What follows belongs to an exercise in optimizing a design on an open flow for small area, a short achievable clock period and few clock cycles; a production flow would make more cautious choices.
At most, simulation tests tie the RTL to the original design; equivalence was not proved.
Power figures rest on the tool's default switching activity, not on a simulated workload.

// sparse_mac_top
module sparse_mac_top
#(
    parameter int NUM_DECODERS = 2,
    parameter int VALUE_W = 16,
    parameter int INDEX_W = 16,
    parameter int DECODER_FIFO_DEPTH = 16,
    parameter int ACCUM_W = 32
)
(
    input mac_clk,
    input mac_rst,
    input [NUM_DECODERS-1:0] sram_valid_i,
    output [NUM_DECODERS-1:0] sram_ready_o,
    input [NUM_DECODERS*(1+VALUE_W+INDEX_W)-1:0] sram_data_i,
    output mac_valid_o,
    output [ACCUM_W-1:0] mac_data_o
);
==> flow/config.mk <==
export PLATFORM = sky130hd
export DESIGN_NAME = sparse_mac_top
export DESIGN_NICKNAME = sparse_mac_top
export VERILOG_FILES = /design/flow/design.v
export SDC_FILE = /design/flow/constraint.sdc
export NUM_CORES = 4
export LEC_CHECK = 0
export ABC_CLOCK_PERIOD_IN_PS = 3500
export CAP_MARGIN = 20
export CORE_MARGIN = 2
export CORE_UTILIZATION = 40
export SETUP_SLACK_MARGIN = 3.5
export SLEW_MARGIN = 20
==> flow/constraint.sdc <==
create_clock -name core_clock -period 7.0 [get_ports {mac_clk}]
set_input_delay 1.4000 -clock core_clock [delete_from_list [all_inputs] [get_ports {mac_clk}]]
set_output_delay 1.4000 -clock core_clock [all_outputs]
set_load 0.01 [all_outputs]
run.sh (not shown) runs the stock make flow with config.mk's settings and CLKGATE_MAP_FILE= SYNTH_SCRIPT=/design/flow/synth_recipe.tcl, a recipe that flattens the netlist after the stock synthesis.
Next try:
ABC_CLOCK_PERIOD_IN_PS = unset   (was 3500)
SETUP_SLACK_MARGIN = unset   (was 3.5)
=> Power went down by 11%; global-route usage is lower by 0.88 points; critical path depth fell by 1; worst setup slack loses 0.49 ns; design area drops by about 10%; non-clock buffer count fell by 134; routed wire length shrinks by 5.4%.
Function was not checked in any run of this note: the RTL went through the layout flow alone.

---

Setup of run 1:
Another version of the RTL of sparse_mac_top (not shown whole).
Size in the first run: ~110 I/O pins.
clock: 7.0 ns
lec_check: 0
cap_margin: 20
core_margin: 2
core_utilization: 40
cts_buf_list: sky130_fd_sc_hd__clkbuf_4 sky130_fd_sc_hd__clkbuf_8
setup_slack_margin: 3.7
slew_margin: 20
synth_hierarchical: 1
standard.sh (not shown) runs the stock make flow with config.mk's settings and CLKGATE_MAP_FILE= SYNTH_SCRIPT=/design/flow/synth_recipe.tcl, a recipe that flattens the netlist after the stock synthesis.
==> flow/flow/run.sh <==
#!/bin/bash
set -euo pipefail
export BUFFER_PORTS_ARGS="-buffer_cell sky130_fd_sc_hd__buf_2"
bash standard.sh finish > flow_make.log 2>&1
Testbench counts of run 1, summed over its fixed seeds: cycles 7,526.
#### Input delta (run 2 over run 1)
-- flow/config.mk --
<<< run 1, line 12
export SETUP_SLACK_MARGIN = 3.7
>>> run 2, line 12
export SETUP_SLACK_MARGIN = 4.05
### Flow results
- Compare run 2 and run 1 | worst setup slack higher: run 2
- Final standard cell utilization of the core in run 2 vs run 1: up 5.9 points
- Register-to-register setup slack was lower in the run labelled run 1.
- As far as clock edge transition at the registers on the reported setup and hold paths is concerned, run 1 and run 2 perform about the same.
- Row internal power contribution: run 2 higher / run 1 lower
- Compared with run 1, run 2 shows final period demand of the worst path lower by 190 ps.
- Run 2 vs run 1: later-pin clock latency in the skew report down in run 2
- For sequential cell count, run 1 and run 2 come out practically identical.
- Depth of the worst register-to-register path: run 2 vs run 1 up 1
## Diff of input files: run 3 against run 2
-- flow/config.mk --
<<< run 2, line 12
export SETUP_SLACK_MARGIN = 4.05
>>> run 3, line 12
export SETUP_SLACK_MARGIN = 3.82
Notes after the runs:
- Relative to run 2, run 3 degrades register-to-register slack.
- [compare] base=run 2 new=run 3: wire length of the first global-routing pass decreased 2.3 mm, number of non-clock inverters essentially unchanged, register area decreased about 0.7%, final design utilization decreased 4.8 points.
- Stage delay of the slowest cell on the critical path came out lower on run 3 than on run 2.
- Die area came out exactly the same in run 3 and run 2.
- Summary — power density relative to cell area, run 3 relative to run 2: lower, by 3.0%.
- Taking run 2 as the reference point, the overall power after layout of run 3 falls by 730 uW.
- For run 3, the capturing element of the worst setup path was acc_c[20]$_DFF_PN0_, unlike run 2, where it was acc_c[16]$_DFF_PN0_.
- Run 3: final cycle utilization of the critical path higher than run 2
- Comparing run 3 and run 2, share of layout cells above drive strength 1 is higher on run 2.
Inputs modified between run 3 and run 4:
-- flow/config.mk --
<<< run 3, line 12
export SETUP_SLACK_MARGIN = 3.82
>>> run 4, line 12
export SETUP_SLACK_MARGIN = 3.5
Findings:
Cell area | run 4 vs run 3 | run 4 smaller
Compared with run 3, run 4 shows power dissipated in the clock network higher by about 6.5%.
Delta (run 4 minus run 3): global-route usage went down 0.39 points, first-pass GRT wire length went down 2.3%, critical path depth went down 2, peak fanout along the critical path went up 5, non-clock buffer count went down 44.
Of run 4 and run 3, run 4 shows the lower share of total power in combinational logic, with run 3 above it.
Looking only at worst setup slack, and setting everything else aside, the lower value of run 4 and run 3 goes to run 4.
Run 4 against run 3: net load switching power went down, sum of routed wire length over all layers -350 um.
What run 5 does differently from run 4 at the input level:
-- flow/config.mk --
<<< run 4, line 12
export SETUP_SLACK_MARGIN = 3.5
>>> run 5, line 12
export SETUP_SLACK_MARGIN = 3.75
Notes after the runs:
Sort run 5 and run 4 by total of plain and repair buffers excluding clock buffers desc -> top: run 5
Between run 5 and run 4, the fraction of power spent switching nets is higher for run 4.
The area of the multi-input gates of run 5 exceeds that of run 4 by 230 um^2.
Run 4 -> run 5: quantity of hold-fixing buffers added after cts flat
| count of clock-buffer cells in the layout | run 5 vs run 4 | 3 higher |
When the final numbers for run 5 and run 4 were put side by side, the number of cells on the critical path turned out to be greater in run 4.
On met2 track demand over resource, run 4 tracks run 5 almost exactly.
Run 4 and run 5 ended up with roughly the same post-placement cell count.
Run 5 ends up with a register-to-register slack that is 230 ps higher than in run 4.
Run 5 completed; timing, DRC and antenna clean
Changes observed in run 5 relative to run 4: share of power burned in combinational logic picked up an extra 2.5 points, critical path arrival decreased 230 ps.
> inputs changed (run 5 -> run 6)
-- flow/config.mk --
<<< run 5, line 12
export SETUP_SLACK_MARGIN = 3.75
>>> run 6, line 12
export SETUP_SLACK_MARGIN = 3.6
### Flow results
- Changes observed in run 6 relative to run 5: sequential power up about 4%, total number of vias down about 1.7%.
- Going from run 5 to run 6, the data-path buffer share of cell area in the final layout was found to have gone down by 1.7 points.

==> afterwards: timing with drivers on the ports <==
Ports are ideal in the flow. The routed layouts listed here were re-timed in OpenROAD. Step 1: set_driving_cell puts a clkbuf_16 on mac_clk and a buf_2 on each other input, an assumption about the parent block. Step 2 times the ports against the registers' clock, not the clock port: input delays grow and output delays shrink by t, the midpoint of the rising clock arrivals with the driver on. Three values: no drivers, after step 1, after step 2; two values: the first two.
| run | shift t [ns] | setup slack, ns | worst setup path at the end | worst data-port slew with drivers (ns) |
|---|---|---|---|---|
| the first run of note 1 | 0.507 | 3.081 / 3.081 / 2.947 | input to register | 0.09 |
| the second run of note 1 | 0.505 | 2.588 / 2.588 / 2.255 | input to register | 0.08 |
| run 1 | 0.557 | 3.732 / 3.732 / 3.268 | input to register | 0.08 |
| run 2 | 0.542 | 3.921 / 3.921 / 3.403 | input to register | 0.06 |
| run 3 | 0.561 | 3.809 / 3.809 / 3.340 | input to register | 0.06 |
| run 4 | 0.560 | 3.579 / 3.579 / 3.078 | input to register | 0.06 |
| run 5 | 0.554 | 3.807 / 3.781 / 3.293 | input to register | 0.09 |
| run 6 | 0.560 | 3.693 / 3.681 / 3.174 | input to register | 0.09 |
After both steps every run listed still meets setup and hold. For run 6, which loses most, drivers alone change the setup slack by -0.012 ns; drivers and shift together by -0.519 ns.
